Background: an optimization exercise with open tools, aiming at small area and a short achievable clock period. Do not read the settings as production practice.
In this exercise RTL edits were held to simulation tests only and were not proved equivalent to the original.

## flow/design.v

```verilog
module FPUFMAPipe(
  input         clock,
                reset,
                io_in_valid,
                io_in_bits_ren3,
                io_in_bits_swap23,
  input  [2:0]  io_in_bits_rm,
  input  [1:0]  io_in_bits_fmaCmd,
  input  [64:0] io_in_bits_in1,
                io_in_bits_in2,
                io_in_bits_in3,
  output        io_out_valid,
  output [64:0] io_out_bits_data,
  output [4:0]  io_out_bits_exc
);
  wire [64:0] _fma_io_out;	 
  wire [4:0]  _fma_io_exceptionFlags;	 
  wire        _fma_io_validout;	 
  reg         valid;	 
  reg  [2:0]  in_rm;	 
  reg  [1:0]  in_fmaCmd;	 
  reg  [64:0] in_in1;	 
  reg  [64:0] in_in2;	 
  reg  [64:0] in_in3;	 
  reg         io_out_v;	 
  reg  [64:0] io_out_b_data;	 
  reg  [4:0]  io_out_b_exc;	 
  always @(posedge clock) begin
    valid <= io_in_valid;	 
    if (io_in_valid) begin
      in_rm <= io_in_bits_rm;	 
      in_fmaCmd <= io_in_bits_fmaCmd;	 
      in_in1 <= io_in_bits_in1;	 
      if (io_in_bits_swap23)
        in_in2 <= 65'h8000000000000000;	 
      else
        in_in2 <= io_in_bits_in2;	 
      if (io_in_bits_ren3 | io_in_bits_swap23)	 
        in_in3 <= io_in_bits_in3;	 
      else	 
        in_in3 <= (io_in_bits_in1 ^ io_in_bits_in2) & 65'h10000000000000000;	 
    end
    if (_fma_io_validout) begin	 
      io_out_b_data <= ({65{_fma_io_out[63:61] != 3'h7}} | 65'h1EFEFFFFFFFFFFFFF) & _fma_io_out;	 
      io_out_b_exc <= _fma_io_exceptionFlags;	 
    end
    if (reset)
      io_out_v <= 1'h0;	 
    else
      io_out_v <= _fma_io_validout;	 
  end  
  MulAddRecFNPipe fma (	 
    .clock             (clock),
    .reset             (reset),
    .io_validin        (valid),	 
    .io_op             (in_fmaCmd),	 
    .io_a              (in_in1),	 
    .io_b              (in_in2),	 
    .io_c              (in_in3),	 
    .io_roundingMode   (in_rm),	 
    .io_out            (_fma_io_out),
    .io_exceptionFlags (_fma_io_exceptionFlags),
    .io_validout       (_fma_io_validout)
  );
  assign io_out_valid = io_out_v;	 
  assign io_out_bits_data = io_out_b_data;	 
  assign io_out_bits_exc = io_out_b_exc;	 
endmodule
module MulAddRecFNPipe(
  input         clock,
                reset,
                io_validin,
  input  [1:0]  io_op,
  input  [64:0] io_a,
                io_b,
                io_c,
  input  [2:0]  io_roundingMode,
  output [64:0] io_out,
  output [4:0]  io_exceptionFlags,
  output        io_validout
);
  wire         _mulAddRecFNToRaw_postMul_io_invalidExc;	 
  wire         _mulAddRecFNToRaw_postMul_io_rawOut_isNaN;	 
  wire         _mulAddRecFNToRaw_postMul_io_rawOut_isInf;	 
  wire         _mulAddRecFNToRaw_postMul_io_rawOut_isZero;	 
  wire         _mulAddRecFNToRaw_postMul_io_rawOut_sign;	 
  wire [12:0]  _mulAddRecFNToRaw_postMul_io_rawOut_sExp;	 
  wire [55:0]  _mulAddRecFNToRaw_postMul_io_rawOut_sig;	 
  wire [52:0]  _mulAddRecFNToRaw_preMul_io_mulAddA;	 
  wire [52:0]  _mulAddRecFNToRaw_preMul_io_mulAddB;	 
  wire [105:0] _mulAddRecFNToRaw_preMul_io_mulAddC;	 
  wire         _mulAddRecFNToRaw_preMul_io_toPostMul_isSigNaNAny;	 
  wire         _mulAddRecFNToRaw_preMul_io_toPostMul_isNaNAOrB;	 
  wire         _mulAddRecFNToRaw_preMul_io_toPostMul_isInfA;	 
  wire         _mulAddRecFNToRaw_preMul_io_toPostMul_isZeroA;	 
  wire         _mulAddRecFNToRaw_preMul_io_toPostMul_isInfB;	 
  wire         _mulAddRecFNToRaw_preMul_io_toPostMul_isZeroB;	 
  wire         _mulAddRecFNToRaw_preMul_io_toPostMul_signProd;	 
  wire         _mulAddRecFNToRaw_preMul_io_toPostMul_isNaNC;	 
  wire         _mulAddRecFNToRaw_preMul_io_toPostMul_isInfC;	 
  wire         _mulAddRecFNToRaw_preMul_io_toPostMul_isZeroC;	 
  wire [12:0]  _mulAddRecFNToRaw_preMul_io_toPostMul_sExpSum;	 
  wire         _mulAddRecFNToRaw_preMul_io_toPostMul_doSubMags;	 
  wire         _mulAddRecFNToRaw_preMul_io_toPostMul_CIsDominant;	 
  wire [5:0]   _mulAddRecFNToRaw_preMul_io_toPostMul_CDom_CAlignDist;	 
  wire [54:0]  _mulAddRecFNToRaw_preMul_io_toPostMul_highAlignedSigC;	 
  wire         _mulAddRecFNToRaw_preMul_io_toPostMul_bit0AlignedSigC;	 
  reg          mulAddRecFNToRaw_postMul_io_fromPreMul_b_isSigNaNAny;	 
  reg          mulAddRecFNToRaw_postMul_io_fromPreMul_b_isNaNAOrB;	 
  reg          mulAddRecFNToRaw_postMul_io_fromPreMul_b_isInfA;	 
  reg          mulAddRecFNToRaw_postMul_io_fromPreMul_b_isZeroA;	 
  reg          mulAddRecFNToRaw_postMul_io_fromPreMul_b_isInfB;	 
  reg          mulAddRecFNToRaw_postMul_io_fromPreMul_b_isZeroB;	 
  reg          mulAddRecFNToRaw_postMul_io_fromPreMul_b_signProd;	 
  reg          mulAddRecFNToRaw_postMul_io_fromPreMul_b_isNaNC;	 
  reg          mulAddRecFNToRaw_postMul_io_fromPreMul_b_isInfC;	 
  reg          mulAddRecFNToRaw_postMul_io_fromPreMul_b_isZeroC;	 
  reg  [12:0]  mulAddRecFNToRaw_postMul_io_fromPreMul_b_sExpSum;	 
  reg          mulAddRecFNToRaw_postMul_io_fromPreMul_b_doSubMags;	 
  reg          mulAddRecFNToRaw_postMul_io_fromPreMul_b_CIsDominant;	 
  reg  [5:0]   mulAddRecFNToRaw_postMul_io_fromPreMul_b_CDom_CAlignDist;	 
  reg  [54:0]  mulAddRecFNToRaw_postMul_io_fromPreMul_b_highAlignedSigC;	 
  reg          mulAddRecFNToRaw_postMul_io_fromPreMul_b_bit0AlignedSigC;	 
  reg  [106:0] mulAddRecFNToRaw_postMul_io_mulAddResult_b;	 
  reg  [2:0]   mulAddRecFNToRaw_postMul_io_roundingMode_b;	 
  reg  [2:0]   roundingMode_stage0_b;	 
  reg          valid_stage0_v;	 
  reg          roundRawFNToRecFN_io_invalidExc_b;	 
  reg          roundRawFNToRecFN_io_in_b_isNaN;	 
  reg          roundRawFNToRecFN_io_in_b_isInf;	 
  reg          roundRawFNToRecFN_io_in_b_isZero;	 
  reg          roundRawFNToRecFN_io_in_b_sign;	 
  reg  [12:0]  roundRawFNToRecFN_io_in_b_sExp;	 
  reg  [55:0]  roundRawFNToRecFN_io_in_b_sig;	 
  reg  [2:0]   roundRawFNToRecFN_io_roundingMode_b;	 
  reg          roundRawFNToRecFN_io_detectTininess_b;	 
  reg          io_validout_v;	 
  always @(posedge clock) begin
    if (io_validin) begin
      mulAddRecFNToRaw_postMul_io_fromPreMul_b_isSigNaNAny <= _mulAddRecFNToRaw_preMul_io_toPostMul_isSigNaNAny;	 
      mulAddRecFNToRaw_postMul_io_fromPreMul_b_isNaNAOrB <= _mulAddRecFNToRaw_preMul_io_toPostMul_isNaNAOrB;	 
      mulAddRecFNToRaw_postMul_io_fromPreMul_b_isInfA <= _mulAddRecFNToRaw_preMul_io_toPostMul_isInfA;	 
      mulAddRecFNToRaw_postMul_io_fromPreMul_b_isZeroA <= _mulAddRecFNToRaw_preMul_io_toPostMul_isZeroA;	 
      mulAddRecFNToRaw_postMul_io_fromPreMul_b_isInfB <= _mulAddRecFNToRaw_preMul_io_toPostMul_isInfB;	 
      mulAddRecFNToRaw_postMul_io_fromPreMul_b_isZeroB <= _mulAddRecFNToRaw_preMul_io_toPostMul_isZeroB;	 
      mulAddRecFNToRaw_postMul_io_fromPreMul_b_signProd <= _mulAddRecFNToRaw_preMul_io_toPostMul_signProd;	 
      mulAddRecFNToRaw_postMul_io_fromPreMul_b_isNaNC <= _mulAddRecFNToRaw_preMul_io_toPostMul_isNaNC;	 
      mulAddRecFNToRaw_postMul_io_fromPreMul_b_isInfC <= _mulAddRecFNToRaw_preMul_io_toPostMul_isInfC;	 
      mulAddRecFNToRaw_postMul_io_fromPreMul_b_isZeroC <= _mulAddRecFNToRaw_preMul_io_toPostMul_isZeroC;	 
      mulAddRecFNToRaw_postMul_io_fromPreMul_b_sExpSum <= _mulAddRecFNToRaw_preMul_io_toPostMul_sExpSum;	 
      mulAddRecFNToRaw_postMul_io_fromPreMul_b_doSubMags <= _mulAddRecFNToRaw_preMul_io_toPostMul_doSubMags;	 
      mulAddRecFNToRaw_postMul_io_fromPreMul_b_CIsDominant <= _mulAddRecFNToRaw_preMul_io_toPostMul_CIsDominant;	 
      mulAddRecFNToRaw_postMul_io_fromPreMul_b_CDom_CAlignDist <= _mulAddRecFNToRaw_preMul_io_toPostMul_CDom_CAlignDist;	 
      mulAddRecFNToRaw_postMul_io_fromPreMul_b_highAlignedSigC <= _mulAddRecFNToRaw_preMul_io_toPostMul_highAlignedSigC;	 
      mulAddRecFNToRaw_postMul_io_fromPreMul_b_bit0AlignedSigC <= _mulAddRecFNToRaw_preMul_io_toPostMul_bit0AlignedSigC;	 
      mulAddRecFNToRaw_postMul_io_mulAddResult_b <= {1'h0, {53'h0, _mulAddRecFNToRaw_preMul_io_mulAddA} * {53'h0, _mulAddRecFNToRaw_preMul_io_mulAddB}} + {1'h0, _mulAddRecFNToRaw_preMul_io_mulAddC};	 
      mulAddRecFNToRaw_postMul_io_roundingMode_b <= io_roundingMode;	 
      roundingMode_stage0_b <= io_roundingMode;	 
    end
    if (valid_stage0_v) begin	 
      roundRawFNToRecFN_io_invalidExc_b <= _mulAddRecFNToRaw_postMul_io_invalidExc;	 
      roundRawFNToRecFN_io_in_b_isNaN <= _mulAddRecFNToRaw_postMul_io_rawOut_isNaN;	 
      roundRawFNToRecFN_io_in_b_isInf <= _mulAddRecFNToRaw_postMul_io_rawOut_isInf;	 
      roundRawFNToRecFN_io_in_b_isZero <= _mulAddRecFNToRaw_postMul_io_rawOut_isZero;	 
      roundRawFNToRecFN_io_in_b_sign <= _mulAddRecFNToRaw_postMul_io_rawOut_sign;	 
      roundRawFNToRecFN_io_in_b_sExp <= _mulAddRecFNToRaw_postMul_io_rawOut_sExp;	 
      roundRawFNToRecFN_io_in_b_sig <= _mulAddRecFNToRaw_postMul_io_rawOut_sig;	 
      roundRawFNToRecFN_io_roundingMode_b <= roundingMode_stage0_b;	 
    end
    roundRawFNToRecFN_io_detectTininess_b <= valid_stage0_v | roundRawFNToRecFN_io_detectTininess_b;	 
    if (reset) begin
      valid_stage0_v <= 1'h0;	 
      io_validout_v <= 1'h0;	 
    end
    else begin
      valid_stage0_v <= io_validin;	 
      io_validout_v <= valid_stage0_v;	 
    end
  end  
  MulAddRecFNToRaw_preMul_52 mulAddRecFNToRaw_preMul (	 
    .io_op                        (io_op),
    .io_a                         (io_a),
    .io_b                         (io_b),
    .io_c                         (io_c),
    .io_mulAddA                   (_mulAddRecFNToRaw_preMul_io_mulAddA),
    .io_mulAddB                   (_mulAddRecFNToRaw_preMul_io_mulAddB),
    .io_mulAddC                   (_mulAddRecFNToRaw_preMul_io_mulAddC),
    .io_toPostMul_isSigNaNAny     (_mulAddRecFNToRaw_preMul_io_toPostMul_isSigNaNAny),
    .io_toPostMul_isNaNAOrB       (_mulAddRecFNToRaw_preMul_io_toPostMul_isNaNAOrB),
    .io_toPostMul_isInfA          (_mulAddRecFNToRaw_preMul_io_toPostMul_isInfA),
    .io_toPostMul_isZeroA         (_mulAddRecFNToRaw_preMul_io_toPostMul_isZeroA),
    .io_toPostMul_isInfB          (_mulAddRecFNToRaw_preMul_io_toPostMul_isInfB),
    .io_toPostMul_isZeroB         (_mulAddRecFNToRaw_preMul_io_toPostMul_isZeroB),
    .io_toPostMul_signProd        (_mulAddRecFNToRaw_preMul_io_toPostMul_signProd),
    .io_toPostMul_isNaNC          (_mulAddRecFNToRaw_preMul_io_toPostMul_isNaNC),
    .io_toPostMul_isInfC          (_mulAddRecFNToRaw_preMul_io_toPostMul_isInfC),
    .io_toPostMul_isZeroC         (_mulAddRecFNToRaw_preMul_io_toPostMul_isZeroC),
    .io_toPostMul_sExpSum         (_mulAddRecFNToRaw_preMul_io_toPostMul_sExpSum),
    .io_toPostMul_doSubMags       (_mulAddRecFNToRaw_preMul_io_toPostMul_doSubMags),
    .io_toPostMul_CIsDominant     (_mulAddRecFNToRaw_preMul_io_toPostMul_CIsDominant),
    .io_toPostMul_CDom_CAlignDist (_mulAddRecFNToRaw_preMul_io_toPostMul_CDom_CAlignDist),
    .io_toPostMul_highAlignedSigC (_mulAddRecFNToRaw_preMul_io_toPostMul_highAlignedSigC),
    .io_toPostMul_bit0AlignedSigC (_mulAddRecFNToRaw_preMul_io_toPostMul_bit0AlignedSigC)
  );
  MulAddRecFNToRaw_postMul_52 mulAddRecFNToRaw_postMul (	 
    .io_fromPreMul_isSigNaNAny     (mulAddRecFNToRaw_postMul_io_fromPreMul_b_isSigNaNAny),	 
    .io_fromPreMul_isNaNAOrB       (mulAddRecFNToRaw_postMul_io_fromPreMul_b_isNaNAOrB),	 
    .io_fromPreMul_isInfA          (mulAddRecFNToRaw_postMul_io_fromPreMul_b_isInfA),	 
    .io_fromPreMul_isZeroA         (mulAddRecFNToRaw_postMul_io_fromPreMul_b_isZeroA),	 
    .io_fromPreMul_isInfB          (mulAddRecFNToRaw_postMul_io_fromPreMul_b_isInfB),	 
    .io_fromPreMul_isZeroB         (mulAddRecFNToRaw_postMul_io_fromPreMul_b_isZeroB),	 
    .io_fromPreMul_signProd        (mulAddRecFNToRaw_postMul_io_fromPreMul_b_signProd),	 
    .io_fromPreMul_isNaNC          (mulAddRecFNToRaw_postMul_io_fromPreMul_b_isNaNC),	 
    .io_fromPreMul_isInfC          (mulAddRecFNToRaw_postMul_io_fromPreMul_b_isInfC),	 
    .io_fromPreMul_isZeroC         (mulAddRecFNToRaw_postMul_io_fromPreMul_b_isZeroC),	 
    .io_fromPreMul_sExpSum         (mulAddRecFNToRaw_postMul_io_fromPreMul_b_sExpSum),	 
    .io_fromPreMul_doSubMags       (mulAddRecFNToRaw_postMul_io_fromPreMul_b_doSubMags),	 
    .io_fromPreMul_CIsDominant     (mulAddRecFNToRaw_postMul_io_fromPreMul_b_CIsDominant),	 
    .io_fromPreMul_CDom_CAlignDist (mulAddRecFNToRaw_postMul_io_fromPreMul_b_CDom_CAlignDist),	 
    .io_fromPreMul_highAlignedSigC (mulAddRecFNToRaw_postMul_io_fromPreMul_b_highAlignedSigC),	 
    .io_fromPreMul_bit0AlignedSigC (mulAddRecFNToRaw_postMul_io_fromPreMul_b_bit0AlignedSigC),	 
    .io_mulAddResult               (mulAddRecFNToRaw_postMul_io_mulAddResult_b),	 
    .io_roundingMode               (mulAddRecFNToRaw_postMul_io_roundingMode_b),	 
    .io_invalidExc                 (_mulAddRecFNToRaw_postMul_io_invalidExc),
    .io_rawOut_isNaN               (_mulAddRecFNToRaw_postMul_io_rawOut_isNaN),
    .io_rawOut_isInf               (_mulAddRecFNToRaw_postMul_io_rawOut_isInf),
    .io_rawOut_isZero              (_mulAddRecFNToRaw_postMul_io_rawOut_isZero),
    .io_rawOut_sign                (_mulAddRecFNToRaw_postMul_io_rawOut_sign),
    .io_rawOut_sExp                (_mulAddRecFNToRaw_postMul_io_rawOut_sExp),
    .io_rawOut_sig                 (_mulAddRecFNToRaw_postMul_io_rawOut_sig)
  );
  RoundRawFNToRecFN_52 roundRawFNToRecFN (	 
    .io_invalidExc     (roundRawFNToRecFN_io_invalidExc_b),	 
    .io_in_isNaN       (roundRawFNToRecFN_io_in_b_isNaN),	 
    .io_in_isInf       (roundRawFNToRecFN_io_in_b_isInf),	 
    .io_in_isZero      (roundRawFNToRecFN_io_in_b_isZero),	 
    .io_in_sign        (roundRawFNToRecFN_io_in_b_sign),	 
    .io_in_sExp        (roundRawFNToRecFN_io_in_b_sExp),	 
    .io_in_sig         (roundRawFNToRecFN_io_in_b_sig),	 
    .io_roundingMode   (roundRawFNToRecFN_io_roundingMode_b),	 
    .io_detectTininess (roundRawFNToRecFN_io_detectTininess_b),	 
    .io_out            (io_out),
    .io_exceptionFlags (io_exceptionFlags)
  );
  assign io_validout = io_validout_v;	 
endmodule
module MulAddRecFNToRaw_preMul_52(
  input  [1:0]   io_op,
  input  [64:0]  io_a,
                 io_b,
                 io_c,
  output [52:0]  io_mulAddA,
                 io_mulAddB,
  output [105:0] io_mulAddC,
  output         io_toPostMul_isSigNaNAny,
                 io_toPostMul_isNaNAOrB,
                 io_toPostMul_isInfA,
                 io_toPostMul_isZeroA,
                 io_toPostMul_isInfB,
                 io_toPostMul_isZeroB,
                 io_toPostMul_signProd,
                 io_toPostMul_isNaNC,
                 io_toPostMul_isInfC,
                 io_toPostMul_isZeroC,
  output [12:0]  io_toPostMul_sExpSum,
  output         io_toPostMul_doSubMags,
                 io_toPostMul_CIsDominant,
  output [5:0]   io_toPostMul_CDom_CAlignDist,
  output [54:0]  io_toPostMul_highAlignedSigC,
  output         io_toPostMul_bit0AlignedSigC
);
  wire         rawA_isNaN = (&(io_a[63:62])) & io_a[61];	 
  wire         rawB_isNaN = (&(io_b[63:62])) & io_b[61];	 
  wire         rawC_isNaN = (&(io_c[63:62])) & io_c[61];	 
  wire         signProd = io_a[64] ^ io_b[64] ^ io_op[1];	 
  wire [13:0]  _sExpAlignedProd_T_2 = {2'h0, io_a[63:52]} + {2'h0, io_b[63:52]} - 14'h7C8;	 
  wire         doSubMags = signProd ^ io_c[64] ^ io_op[0];	 
  wire [13:0]  _sNatCAlignDist_T_1 = _sExpAlignedProd_T_2 - {2'h0, io_c[63:52]};	 
  wire         isMinCAlign = ~(|(io_a[63:61])) | ~(|(io_b[63:61])) | $signed(_sNatCAlignDist_T_1) < 14'sh0;	 
  wire         CIsDominant = (|(io_c[63:61])) & (isMinCAlign | _sNatCAlignDist_T_1[12:0] < 13'h36);	 
  wire [7:0]   CAlignDist = isMinCAlign ? 8'h0 : _sNatCAlignDist_T_1[12:0] < 13'hA1 ? _sNatCAlignDist_T_1[7:0] : 8'hA1;	 
  wire [164:0] mainAlignedSigC = $signed($signed({doSubMags ? {1'h1, ~(|(io_c[63:61])), ~(io_c[51:0])} : {1'h0, |(io_c[63:61]), io_c[51:0]}, {111{doSubMags}}}) >>> CAlignDist);	 
  wire [64:0]  reduced4CExtra_shift = $signed(65'sh10000000000000000 >>> CAlignDist[7:2]);	 
  wire [12:0]  _GEN = {|(io_c[51:48]), |(io_c[47:44]), |(io_c[43:40]), |(io_c[39:36]), |(io_c[35:32]), |(io_c[31:28]), |(io_c[27:24]), |(io_c[23:20]), |(io_c[19:16]), |(io_c[15:12]), |(io_c[11:8]), |(io_c[7:4]), |(io_c[3:0])} & {reduced4CExtra_shift[24], reduced4CExtra_shift[25], reduced4CExtra_shift[26], reduced4CExtra_shift[27], reduced4CExtra_shift[28], reduced4CExtra_shift[29], reduced4CExtra_shift[30], reduced4CExtra_shift[31], reduced4CExtra_shift[32], reduced4CExtra_shift[33], reduced4CExtra_shift[34], reduced4CExtra_shift[35], reduced4CExtra_shift[36]};	 
  assign io_mulAddA = {|(io_a[63:61]), io_a[51:0]};	 
  assign io_mulAddB = {|(io_b[63:61]), io_b[51:0]};	 
  assign io_mulAddC = mainAlignedSigC[108:3];	 
  assign io_toPostMul_isSigNaNAny = rawA_isNaN & ~(io_a[51]) | rawB_isNaN & ~(io_b[51]) | rawC_isNaN & ~(io_c[51]);	 
  assign io_toPostMul_isNaNAOrB = rawA_isNaN | rawB_isNaN;	 
  assign io_toPostMul_isInfA = (&(io_a[63:62])) & ~(io_a[61]);	 
  assign io_toPostMul_isZeroA = ~(|(io_a[63:61]));	 
  assign io_toPostMul_isInfB = (&(io_b[63:62])) & ~(io_b[61]);	 
  assign io_toPostMul_isZeroB = ~(|(io_b[63:61]));	 
  assign io_toPostMul_signProd = signProd;	 
  assign io_toPostMul_isNaNC = rawC_isNaN;	 
  assign io_toPostMul_isInfC = (&(io_c[63:62])) & ~(io_c[61]);	 
  assign io_toPostMul_isZeroC = ~(|(io_c[63:61]));	 
  assign io_toPostMul_sExpSum = CIsDominant ? {1'h0, io_c[63:52]} : _sExpAlignedProd_T_2[12:0] - 13'h35;	 
  assign io_toPostMul_doSubMags = doSubMags;	 
  assign io_toPostMul_CIsDominant = CIsDominant;	 
  assign io_toPostMul_CDom_CAlignDist = CAlignDist[5:0];	 
  assign io_toPostMul_highAlignedSigC = mainAlignedSigC[163:109];	 
  assign io_toPostMul_bit0AlignedSigC = doSubMags ? (&(mainAlignedSigC[2:0])) & ~(|_GEN) : (|(mainAlignedSigC[2:0])) | (|_GEN);	 
endmodule
module MulAddRecFNToRaw_postMul_52(
  input          io_fromPreMul_isSigNaNAny,
                 io_fromPreMul_isNaNAOrB,
                 io_fromPreMul_isInfA,
                 io_fromPreMul_isZeroA,
                 io_fromPreMul_isInfB,
                 io_fromPreMul_isZeroB,
                 io_fromPreMul_signProd,
                 io_fromPreMul_isNaNC,
                 io_fromPreMul_isInfC,
                 io_fromPreMul_isZeroC,
  input  [12:0]  io_fromPreMul_sExpSum,
  input          io_fromPreMul_doSubMags,
                 io_fromPreMul_CIsDominant,
  input  [5:0]   io_fromPreMul_CDom_CAlignDist,
  input  [54:0]  io_fromPreMul_highAlignedSigC,
  input          io_fromPreMul_bit0AlignedSigC,
  input  [106:0] io_mulAddResult,
  input  [2:0]   io_roundingMode,
  output         io_invalidExc,
                 io_rawOut_isNaN,
                 io_rawOut_isInf,
                 io_rawOut_isZero,
                 io_rawOut_sign,
  output [12:0]  io_rawOut_sExp,
  output [55:0]  io_rawOut_sig
);
  wire         roundingMode_min = io_roundingMode == 3'h2;	 
  wire         CDom_sign = io_fromPreMul_signProd ^ io_fromPreMul_doSubMags;	 
  wire [54:0]  _sigSum_T_3 = io_mulAddResult[106] ? io_fromPreMul_highAlignedSigC + 55'h1 : io_fromPreMul_highAlignedSigC;	 
  wire [107:0] CDom_absSigSum = io_fromPreMul_doSubMags ? ~{_sigSum_T_3, io_mulAddResult[105:53]} : {1'h0, io_fromPreMul_highAlignedSigC[54:53], _sigSum_T_3[52:0], io_mulAddResult[105:54]};	 
  wire [170:0] _CDom_mainSig_T = {63'h0, CDom_absSigSum} << io_fromPreMul_CDom_CAlignDist;	 
  wire [16:0]  CDom_reduced4SigExtra_shift = $signed(17'sh10000 >>> ~(io_fromPreMul_CDom_CAlignDist[5:2]));	 
  wire [108:0] notCDom_absSigSum = _sigSum_T_3[2] ? ~{_sigSum_T_3[1:0], io_mulAddResult[105:0], io_fromPreMul_bit0AlignedSigC} : {_sigSum_T_3[1:0], io_mulAddResult[105:0], io_fromPreMul_bit0AlignedSigC} + {108'h0, io_fromPreMul_doSubMags};	 
  wire [5:0]   notCDom_normDistReduced2 =
    notCDom_absSigSum[108]
      ? 6'h0
      : (|(notCDom_absSigSum[107:106]))
          ? 6'h1
          : (|(notCDom_absSigSum[105:104]))
              ? 6'h2
              : (|(notCDom_absSigSum[103:102])) ? 6'h3 : (|(notCDom_absSigSum[101:100])) ? 6'h4 : (|(notCDom_absSigSum[99:98])) ? 6'h5 : (|(notCDom_absSigSum[97:96])) ? 6'h6 : (|(notCDom_absSigSum[95:94])) ? 6'h7 : (|(notCDom_absSigSum[93:92])) ? 6'h8 : (|(notCDom_absSigSum[91:90])) ? 6'h9 : (|(notCDom_absSigSum[89:88])) ? 6'hA : (|(notCDom_absSigSum[87:86])) ? 6'hB : (|(notCDom_absSigSum[85:84])) ? 6'hC : (|(notCDom_absSigSum[83:82])) ? 6'hD : (|(notCDom_absSigSum[81:80])) ? 6'hE : (|(notCDom_absSigSum[79:78])) ? 6'hF : (|(notCDom_absSigSum[77:76])) ? 6'h10 : (|(notCDom_absSigSum[75:74])) ? 6'h11 : (|(notCDom_absSigSum[73:72])) ? 6'h12 : (|(notCDom_absSigSum[71:70])) ? 6'h13 : (|(notCDom_absSigSum[69:68])) ? 6'h14 : (|(notCDom_absSigSum[67:66])) ? 6'h15 : (|(notCDom_absSigSum[65:64])) ? 6'h16 : (|(notCDom_absSigSum[63:62])) ? 6'h17 : (|(notCDom_absSigSum[61:60])) ? 6'h18 : (|(notCDom_absSigSum[59:58])) ? 6'h19 : (|(notCDom_absSigSum[57:56])) ? 6'h1A : (|(notCDom_absSigSum[55:54])) ? 6'h1B : (|(notCDom_absSigSum[53:52])) ? 6'h1C : (|(notCDom_absSigSum[51:50])) ? 6'h1D : (|(notCDom_absSigSum[49:48])) ? 6'h1E : (|(notCDom_absSigSum[47:46])) ? 6'h1F : (|(notCDom_absSigSum[45:44])) ? 6'h20 : (|(notCDom_absSigSum[43:42])) ? 6'h21 : (|(notCDom_absSigSum[41:40])) ? 6'h22 : (|(notCDom_absSigSum[39:38])) ? 6'h23 : (|(notCDom_absSigSum[37:36])) ? 6'h24 : (|(notCDom_absSigSum[35:34])) ? 6'h25 : (|(notCDom_absSigSum[33:32])) ? 6'h26 : (|(notCDom_absSigSum[31:30])) ? 6'h27 : (|(notCDom_absSigSum[29:28])) ? 6'h28 : (|(notCDom_absSigSum[27:26])) ? 6'h29 : (|(notCDom_absSigSum[25:24])) ? 6'h2A : (|(notCDom_absSigSum[23:22])) ? 6'h2B : (|(notCDom_absSigSum[21:20])) ? 6'h2C : (|(notCDom_absSigSum[19:18])) ? 6'h2D : (|(notCDom_absSigSum[17:16])) ? 6'h2E : (|(notCDom_absSigSum[15:14])) ? 6'h2F : (|(notCDom_absSigSum[13:12])) ? 6'h30 : (|(notCDom_absSigSum[11:10])) ? 6'h31 : (|(notCDom_absSigSum[9:8])) ? 6'h32 : (|(notCDom_absSigSum[7:6])) ? 6'h33 : (|(notCDom_absSigSum[5:4])) ? 6'h34 : (|(notCDom_absSigSum[3:2])) ? 6'h35 : 6'h36;	 
  wire [235:0] _notCDom_mainSig_T = {127'h0, notCDom_absSigSum} << {229'h0, notCDom_normDistReduced2, 1'h0};	 
  wire [32:0]  notCDom_reduced4SigExtra_shift = $signed(33'sh100000000 >>> ~(notCDom_normDistReduced2[5:1]));	 
  wire         notCDom_completeCancellation = _notCDom_mainSig_T[109:108] == 2'h0;	 
  wire         notNaN_isInfProd = io_fromPreMul_isInfA | io_fromPreMul_isInfB;	 
  wire         notNaN_isInfOut = notNaN_isInfProd | io_fromPreMul_isInfC;	 
  wire         notNaN_addZeros = (io_fromPreMul_isZeroA | io_fromPreMul_isZeroB) & io_fromPreMul_isZeroC;	 
  assign io_invalidExc = io_fromPreMul_isSigNaNAny | io_fromPreMul_isInfA & io_fromPreMul_isZeroB | io_fromPreMul_isZeroA & io_fromPreMul_isInfB | ~io_fromPreMul_isNaNAOrB & notNaN_isInfProd & io_fromPreMul_isInfC & io_fromPreMul_doSubMags;	 
  assign io_rawOut_isNaN = io_fromPreMul_isNaNAOrB | io_fromPreMul_isNaNC;	 
  assign io_rawOut_isInf = notNaN_isInfOut;	 
  assign io_rawOut_isZero = notNaN_addZeros | ~io_fromPreMul_CIsDominant & notCDom_completeCancellation;	 
  assign io_rawOut_sign = notNaN_isInfProd & io_fromPreMul_signProd | io_fromPreMul_isInfC & CDom_sign | notNaN_addZeros & ~roundingMode_min & io_fromPreMul_signProd & CDom_sign | notNaN_addZeros & roundingMode_min & (io_fromPreMul_signProd | CDom_sign) | ~notNaN_isInfOut & ~notNaN_addZeros & (io_fromPreMul_CIsDominant ? CDom_sign : notCDom_completeCancellation ? roundingMode_min : io_fromPreMul_signProd ^ _sigSum_T_3[2]);	 
  assign io_rawOut_sExp = io_fromPreMul_CIsDominant ? io_fromPreMul_sExpSum - {12'h0, io_fromPreMul_doSubMags} : io_fromPreMul_sExpSum - {6'h0, notCDom_normDistReduced2, 1'h0};	 
  assign io_rawOut_sig =
    io_fromPreMul_CIsDominant
      ? {_CDom_mainSig_T[107:53], (|(_CDom_mainSig_T[52:50])) | (|({|(CDom_absSigSum[49:46]), |(CDom_absSigSum[45:42]), |(CDom_absSigSum[41:38]), |(CDom_absSigSum[37:34]), |(CDom_absSigSum[33:30]), |(CDom_absSigSum[29:26]), |(CDom_absSigSum[25:22]), |(CDom_absSigSum[21:18]), |(CDom_absSigSum[17:14]), |(CDom_absSigSum[13:10]), |(CDom_absSigSum[9:6]), |(CDom_absSigSum[5:2]), |(CDom_absSigSum[1:0])} & {CDom_reduced4SigExtra_shift[1], CDom_reduced4SigExtra_shift[2], CDom_reduced4SigExtra_shift[3], CDom_reduced4SigExtra_shift[4], CDom_reduced4SigExtra_shift[5], CDom_reduced4SigExtra_shift[6], CDom_reduced4SigExtra_shift[7], CDom_reduced4SigExtra_shift[8], CDom_reduced4SigExtra_shift[9], CDom_reduced4SigExtra_shift[10], CDom_reduced4SigExtra_shift[11], CDom_reduced4SigExtra_shift[12], CDom_reduced4SigExtra_shift[13]})) | (io_fromPreMul_doSubMags ? io_mulAddResult[52:0] != 53'h1FFFFFFFFFFFFF : (|(io_mulAddResult[53:0])))}
      : {_notCDom_mainSig_T[109:55], (|(_notCDom_mainSig_T[54:52])) | (|({|{|(notCDom_absSigSum[51:50]), |(notCDom_absSigSum[49:48])}, |{|(notCDom_absSigSum[47:46]), |(notCDom_absSigSum[45:44])}, |{|(notCDom_absSigSum[43:42]), |(notCDom_absSigSum[41:40])}, |{|(notCDom_absSigSum[39:38]), |(notCDom_absSigSum[37:36])}, |{|(notCDom_absSigSum[35:34]), |(notCDom_absSigSum[33:32])}, |{|(notCDom_absSigSum[31:30]), |(notCDom_absSigSum[29:28])}, |{|(notCDom_absSigSum[27:26]), |(notCDom_absSigSum[25:24])}, |{|(notCDom_absSigSum[23:22]), |(notCDom_absSigSum[21:20])}, |{|(notCDom_absSigSum[19:18]), |(notCDom_absSigSum[17:16])}, |{|(notCDom_absSigSum[15:14]), |(notCDom_absSigSum[13:12])}, |{|(notCDom_absSigSum[11:10]), |(notCDom_absSigSum[9:8])}, |{|(notCDom_absSigSum[7:6]), |(notCDom_absSigSum[5:4])}, |{|(notCDom_absSigSum[3:2]), |(notCDom_absSigSum[1:0])}} & {notCDom_reduced4SigExtra_shift[1], notCDom_reduced4SigExtra_shift[2], notCDom_reduced4SigExtra_shift[3], notCDom_reduced4SigExtra_shift[4], notCDom_reduced4SigExtra_shift[5], notCDom_reduced4SigExtra_shift[6], notCDom_reduced4SigExtra_shift[7], notCDom_reduced4SigExtra_shift[8], notCDom_reduced4SigExtra_shift[9], notCDom_reduced4SigExtra_shift[10], notCDom_reduced4SigExtra_shift[11], notCDom_reduced4SigExtra_shift[12], notCDom_reduced4SigExtra_shift[13]}))};	 
endmodule
module RoundAnyRawFNToRecFN_106(
  input         io_invalidExc,
                io_in_isNaN,
                io_in_isInf,
                io_in_isZero,
                io_in_sign,
  input  [12:0] io_in_sExp,
  input  [55:0] io_in_sig,
  input  [2:0]  io_roundingMode,
  input         io_detectTininess,
  output [64:0] io_out,
  output [4:0]  io_exceptionFlags
);
  wire        roundingMode_near_even = io_roundingMode == 3'h0;	 
  wire        roundingMode_odd = io_roundingMode == 3'h6;	 
  wire        roundMagUp = io_roundingMode == 3'h2 & io_in_sign | io_roundingMode == 3'h3 & ~io_in_sign;	 
  wire [11:0] _roundMask_T_1 = ~(io_in_sExp[11:0]);	 
  wire [64:0] roundMask_shift = $signed(65'sh10000000000000000 >>> _roundMask_T_1[5:0]);	 
  wire [64:0] roundMask_shift_1 = $signed(65'sh10000000000000000 >>> _roundMask_T_1[5:0]);	 
  wire [53:0] _roundMask_T_129 = (_roundMask_T_1[11] ? (_roundMask_T_1[10] ? {~(_roundMask_T_1[9] | _roundMask_T_1[8] | _roundMask_T_1[7] | _roundMask_T_1[6] ? 51'h0 : ~{roundMask_shift[13], roundMask_shift[14], roundMask_shift[15], roundMask_shift[16], roundMask_shift[17], roundMask_shift[18], roundMask_shift[19], roundMask_shift[20], roundMask_shift[21], roundMask_shift[22], roundMask_shift[23], roundMask_shift[24], roundMask_shift[25], roundMask_shift[26], roundMask_shift[27], roundMask_shift[28], roundMask_shift[29], roundMask_shift[30], roundMask_shift[31], roundMask_shift[32], roundMask_shift[33], roundMask_shift[34], roundMask_shift[35], roundMask_shift[36], roundMask_shift[37], roundMask_shift[38], roundMask_shift[39], roundMask_shift[40], roundMask_shift[41], roundMask_shift[42], roundMask_shift[43], roundMask_shift[44], roundMask_shift[45], roundMask_shift[46], roundMask_shift[47], roundMask_shift[48], roundMask_shift[49], roundMask_shift[50], roundMask_shift[51], roundMask_shift[52], roundMask_shift[53], roundMask_shift[54], roundMask_shift[55], roundMask_shift[56], roundMask_shift[57], roundMask_shift[58], roundMask_shift[59], roundMask_shift[60], roundMask_shift[61], roundMask_shift[62], roundMask_shift[63]}), 3'h7} : {51'h0, _roundMask_T_1[9] & _roundMask_T_1[8] & _roundMask_T_1[7] & _roundMask_T_1[6] ? {roundMask_shift_1[0], roundMask_shift_1[1], roundMask_shift_1[2]} : 3'h0}) : 54'h0) | {53'h0, io_in_sig[55]};	 
  wire [54:0] _GEN = {_roundMask_T_129, 1'h1};	 
  wire [54:0] _roundedSig_T_14 = {1'h1, ~_roundMask_T_129} & _GEN;	 
  wire [54:0] _GEN_0 = io_in_sig[55:1] & _roundedSig_T_14;	 
  wire [54:0] _GEN_1 = io_in_sig[54:0] & _GEN;	 
  wire        anyRound = (|_GEN_0) | (|_GEN_1);	 
  wire        _overflow_roundMagUp_T = roundingMode_near_even | io_roundingMode == 3'h4;	 
  wire [54:0] roundedSig = _overflow_roundMagUp_T & (|_GEN_0) | roundMagUp & anyRound ? {1'h0, io_in_sig[55:2] | _roundMask_T_129} + 55'h1 & ~(roundingMode_near_even & (|_GEN_0) & ~(|_GEN_1) ? {_roundMask_T_129, 1'h1} : 55'h0) : {1'h0, io_in_sig[55:2] & ~_roundMask_T_129} | (roundingMode_odd & anyRound ? _roundedSig_T_14 : 55'h0);	 
  wire [13:0] sRoundedExp = {io_in_sExp[12], io_in_sExp} + {12'h0, roundedSig[54:53]};	 
  wire        common_totalUnderflow = $signed(sRoundedExp) < 14'sh3CE;	 
  wire        isNaNOut = io_invalidExc | io_in_isNaN;	 
  wire        commonCase = ~isNaNOut & ~io_in_isInf & ~io_in_isZero;	 
  wire        overflow = commonCase & $signed(sRoundedExp[13:10]) > 4'sh2;	 
  wire        overflow_roundMagUp = _overflow_roundMagUp_T | roundMagUp;	 
  wire        pegMinNonzeroMagOut = commonCase & common_totalUnderflow & (roundMagUp | roundingMode_odd);	 
  wire        pegMaxFiniteMagOut = overflow & ~overflow_roundMagUp;	 
  wire        notNaN_isInfOut = io_in_isInf | overflow & overflow_roundMagUp;	 
  assign io_out = {~isNaNOut & io_in_sign, sRoundedExp[11:0] & ~(io_in_isZero | common_totalUnderflow ? 12'hE00 : 12'h0) & ~(pegMinNonzeroMagOut ? 12'hC31 : 12'h0) & {1'h1, ~pegMaxFiniteMagOut, 10'h3FF} & {2'h3, ~notNaN_isInfOut, 9'h1FF} | (pegMinNonzeroMagOut ? 12'h3CE : 12'h0) | (pegMaxFiniteMagOut ? 12'hBFF : 12'h0) | (notNaN_isInfOut ? 12'hC00 : 12'h0) | (isNaNOut ? 12'hE00 : 12'h0), (isNaNOut | io_in_isZero | common_totalUnderflow ? {isNaNOut, 51'h0} : io_in_sig[55] ? roundedSig[52:1] : roundedSig[51:0]) | {52{pegMaxFiniteMagOut}}};	 
  assign io_exceptionFlags = {io_invalidExc, 1'h0, overflow, commonCase & (common_totalUnderflow | anyRound & io_in_sExp[12:11] != 2'h1 & (io_in_sig[55] ? _roundMask_T_129[1] : _roundMask_T_129[0]) & ~(io_detectTininess & ~(io_in_sig[55] ? _roundMask_T_129[2] : _roundMask_T_129[1]) & (io_in_sig[55] ? roundedSig[54] : roundedSig[53]) & (|_GEN_0) & (_overflow_roundMagUp_T & (io_in_sig[55] ? io_in_sig[2] : io_in_sig[1]) | roundMagUp & (io_in_sig[55] & io_in_sig[2] | (|(io_in_sig[1:0])))))), overflow | commonCase & (common_totalUnderflow | anyRound)};	 
endmodule
module RoundRawFNToRecFN_52(
  input         io_invalidExc,
                io_in_isNaN,
                io_in_isInf,
                io_in_isZero,
                io_in_sign,
  input  [12:0] io_in_sExp,
  input  [55:0] io_in_sig,
  input  [2:0]  io_roundingMode,
  input         io_detectTininess,
  output [64:0] io_out,
  output [4:0]  io_exceptionFlags
);
  RoundAnyRawFNToRecFN_106 roundAnyRawFNToRecFN (	 
    .io_invalidExc     (io_invalidExc),
    .io_in_isNaN       (io_in_isNaN),
    .io_in_isInf       (io_in_isInf),
    .io_in_isZero      (io_in_isZero),
    .io_in_sign        (io_in_sign),
    .io_in_sExp        (io_in_sExp),
    .io_in_sig         (io_in_sig),
    .io_roundingMode   (io_roundingMode),
    .io_detectTininess (io_detectTininess),
    .io_out            (io_out),
    .io_exceptionFlags (io_exceptionFlags)
  );
endmodule
```

## flow/run.sh

```bash
#!/bin/bash
# synth_recipe.tcl (not shown) runs the flow's synth.tcl, then flattens the netlist and writes it again
# the make line also repeats each setting of config.mk as NAME=value (left out here)
make -C /OpenROAD-flow-scripts/flow DESIGN_CONFIG=/design/flow/config.mk WORK_HOME=/design/flow/orfs CLKGATE_MAP_FILE= SYNTH_SCRIPT=/design/flow/synth_recipe.tcl finish
```

## flow/config.mk

```make
export PLATFORM = sky130hd
export DESIGN_NAME = FPUFMAPipe
export DESIGN_NICKNAME = FPUFMAPipe
export VERILOG_FILES = /design/flow/design.v
export SDC_FILE = /design/flow/constraint.sdc
export NUM_CORES = 8
export LEC_CHECK = 0
export CAP_MARGIN = 20
export CORE_MARGIN = 2
export CORE_UTILIZATION = 45
export SLEW_MARGIN = 20
```

## flow/constraint.sdc

```tcl
create_clock -name core_clock -period 16.0 [get_ports {clock}]
set_input_delay 3.2000 -clock core_clock [delete_from_list [all_inputs] [get_ports {clock}]]
set_output_delay 3.2000 -clock core_clock [all_outputs]
set_load 0.01 [all_outputs]
```

==> summary.txt <==
cells in the final DEF, fill, tap and decap left out, types with 49 or more instances in the layout:
master | Yosys | routed
and2_1 | 745 | 742
buf_4 | 12 | 905
o211ai_1 | 90 | 90
nor2_1 | 763 | 754
a211oi_1 | 91 | 85
ha_1 | 514 | 507
or3_1 | 62 | 60
o21ai_0 | 625 | 604
inv_1 | 2762 | 2754
clkbuf_16 | 0 | 79
a22oi_1 | 55 | 54
fa_1 | 2713 | 2708
mux2_2 | 145 | 139
xor2_1 | 111 | 110
o22ai_1 | 50 | 49
nand3_1 | 197 | 193
nor4_1 | 101 | 100
nor3_1 | 153 | 149
a21oi_1 | 661 | 645
o21a_1 | 68 | 66
xnor2_1 | 252 | 244
mux2i_1 | 538 | 518
nor2b_1 | 172 | 171
a221oi_1 | 54 | 50
a21o_1 | 111 | 109
edfxtp_1 | 543 | 543
a31oi_1 | 110 | 106
clkdlybuf4s50_1 | 0 | 272
and3_1 | 79 | 76
nand2_1 | 3009 | 3003
nand4_1 | 116 | 116
worst max-delay path: cells and delay by family (launching register included):
family / cells / cell delay [ns]
AOI/OAI and AO/OA: 23 / 4.51
xor gates and xnor gates: 3 / 0.36
adders and majority gates: 14 / 5.80
buffers and inverters: 13 / 1.60
DFF: 1 / 0.37
muxes: 4 / 0.92
and+or+nand+nor: 10 / 1.68
metrics by stage:
stage | util | std cells
3_3_place_gp | 0.486 | 21000
3_5_place_dp | 0.486 | 21000
5_1_grt | 0.496 | 21200
2_1_floorplan | - | 16900
6_report | 0.496 | 21200
4_1_cts | 0.494 | 21100
timing repair:
action | 4_1_cts | 5_1_grt
buffers inserted | 4 | 12
setup endpoints to repair | 19 | 34
pin swaps | 9 | 64
gates resized for setup | 34 | 145
flip-flops by register name (all words and copies together), names as in the netlist, 2 cells and up:
register and flops:
fma.roundRawFNToRecFN_io_in_b_sig 56, in_in2 65, fma.mulAddRecFNToRaw_postMul_io_fromPreMul_b_CDom_CAlignDist 6, fma.roundRawFNToRecFN_io_in_b_sExp 13, in_rm 3, fma.mulAddRecFNToRaw_postMul_io_fromPreMul_b_sExpSum 13
in_in3 65, fma.roundingMode_stage0_b 3, fma.mulAddRecFNToRaw_postMul_io_mulAddResult_b 107, fma.roundRawFNToRecFN_io_roundingMode_b 3, in_in1 65, io_out_b_data 65
in_fmaCmd 2, fma.mulAddRecFNToRaw_postMul_io_fromPreMul_b_highAlignedSigC 55, io_out_b_exc 4
worst min path at each step:
stage	startpoint	to	slack, ns	depth (start not counted)
final	in_rm[0]	fma.roundingMode_stage0_b[0]	0.41	0
after global routing	in_rm[0]	fma.roundingMode_stage0_b[0]	0.44	0
after CTS	in_rm[0]	fma.roundingMode_stage0_b[0]	0.42	0
after detailed placement	in_rm[0]	fma.roundingMode_stage0_b[0]	0.41	0
after global placement	in_rm[0]	fma.roundingMode_stage0_b[0]	0.40	0
after floorplan	in_rm[0]	fma.roundingMode_stage0_b[0]	0.40	0
routing by layer:
layer | part of all wire | up-vias
li1 | - | 53700
met1 | 0.41 | 63100
met2 | 0.47 | 5299
met3 | 0.074 | 1111
met4 | 0.048 | 10
met5 | 0.00012 | -
kinds of logic (layout without fill, tap and decap cells):
group	Yosys count	count (layout)	synth area share
and+or+nand+nor	5614	5614	0.178
buffers and inverters	3989	4113	0.105
adders and majority gates	3227	3227	0.423
AOI/OAI and AO/OA	2419	2419	0.107
muxes	694	694	0.0503
DFF	548	548	0.114
xor gates and xnor gates	363	363	0.0221
other	1	7	0.0000261
area by class of cell:
cell class	count	area (sq um)	area share
multi-input combinational	12300	113000	0.717
clock inverter	39	427	0.00271
tap	4180	5230	0.0332
inverter	2772	10400	0.0661
timing repair buffer	1214	10200	0.0646
antenna	6	15.0	0.0000952
clock buffer	88	2010	0.0127
sequential	548	16400	0.104
==> impl_metrics.tcl <==
set metrics [dict create \
    status "finished clean" \
    synth_warnings 2 \
    avgSynthCellArea_sq_um 8.52 \
    synth_edf_count 543 \
    cp_slowest_stage_delay_ns 0.60 \
    worstRegToRegCells 67 \
    fin_tns_setup_ns 0 \
    hold_ws_ns 0.414 \
    yosysMostFrequentCell "nand2_1" \
    grt.total_usage 0.342 \
    cp_max_fo 6 \
    drt-total-wl_mm 554 \
    critPathLaunch "in_in1[53]" \
    synthFlopType "edfxtp_1" \
    ant_nets 0 \
    drive_gt1_frac 0.0857 \
    worstSetupStartpointType "flop" \
    cts-hold-fix-buffers 0 \
    setup_viol 0 \
    n_fill_cell 30900 \
    grt_pass1_vias 125000 \
    path_common_cell "fa_1" \
    dr.pass1.iters 6 \
    synth_area_sq_mm 0.144 \
    cts_tree "yes" \
    worst-setup-path-type "reg -> reg" \
    place.gp.congestion 1.06 \
    fin_area_sq_mm 0.158 \
    ys_seq_area_frac 0.114 \
    drv_slew 0 \
    cts-htree-levels 3 \
    clock_latency_ns 0.82 \
    cap_violations 0 \
    ioPinCount 276 \
    tightest_slew_ns 1.29 \
    cp-end-kind "flop" \
    start_util 0.452 \
    yosys-top-cells-area "fa_1, edfxtp_1, nand2_1" \
    period_share 0.971 \
    area_delta_synth_final_pct 9.78 \
    drc 0 \
    grt_pass1_wl_mm 826 \
    hold_viol_final 0 \
    grt_max_degree 161 \
    clockRootBuffer "clkbuf_16" \
    dr_total_vias 123000 \
    port_buffers 274 \
    syn_nets 20300 \
    dp_hpwl_mm 454 \
    synth_top_cell_by_area "fa_1" \
    synth_top_area_frac 0.378 \
    synth_common_cells "nand2_1, inv_1, fa_1, clkbuf_1, nor2_1" \
    routed_via_density 5.82 \
    antenna_found_initial 26 \
    synth-async-reset-ratio 0 \
    die_w_um 569 \
    fp-row-count 207 \
    dieArea_sq_mm 0.324 \
    worstPathArrival_ns 16.05 \
    pre_cts_ws_ns -0.555 \
    fmax_ghz 0.0644 \
    fin_crit_ns 15.53 \
    fp.dieH_um 569 \
    synthDistinctLibCells 109 \
    dr.first_iter.drc_count 12000 \
    gr-total-overflow 0 \
    reg2reg_slack_ns 0.47 \
    dpl-instance-area_sq_mm 0.154 \
    worst_slack_ns 0.468 \
    grt_use_met1 0.456 \
    fin_nets 20400 \
    clkTransAtPathRegs_ns 0.06 \
    worst_hold_path_type "reg -> reg" \
    r2r-start "in_in1[53]" \
    cp.required_ns 16.52 \
    relSlewSlack 0.119 \
    wl_per_cell_um 26.2 \
    met3_usage 0.0491 \
    slowest_stage "fa_1" \
    busiest_layer "met2" \
    skew_ns 0.0635 \
    core_sq_mm 0.318 \
    clockBufferDepth 4 \
    ys_ff_latch 548 \
    syn_inst 16900 \
    cts_buffers 76 \
    grt.met2_usage 0.561 \
    cts_num_sinks 548 \
]

[separate check: timing with driven ports]
The flow's constraints put no driver on any port. The routed layout listed below was extracted and timed again, unchanged, in two steps.
Step 1 assumes that a clkbuf_16 drives the clock port and a buf_2 every other input.
Step 2 also shifts input and output timing later by t, the mid clock arrival at the registers, as if the neighbouring blocks saw the same clock.
Three values: ideal ports, drivers, drivers and shift; two values: the first two.
t (ns): 0.893
slack for setup (ns): 0.468 / 0.468 / 0.468
worst setup path after step 2: register to register
worst slew at a driven data input, ns: 0.10
cell pins on the clock port's net: 1
After both steps setup and hold are still met in this run. The setup slack of this run moves by 0.000 ns with the drivers and by 0.000 ns with both steps.
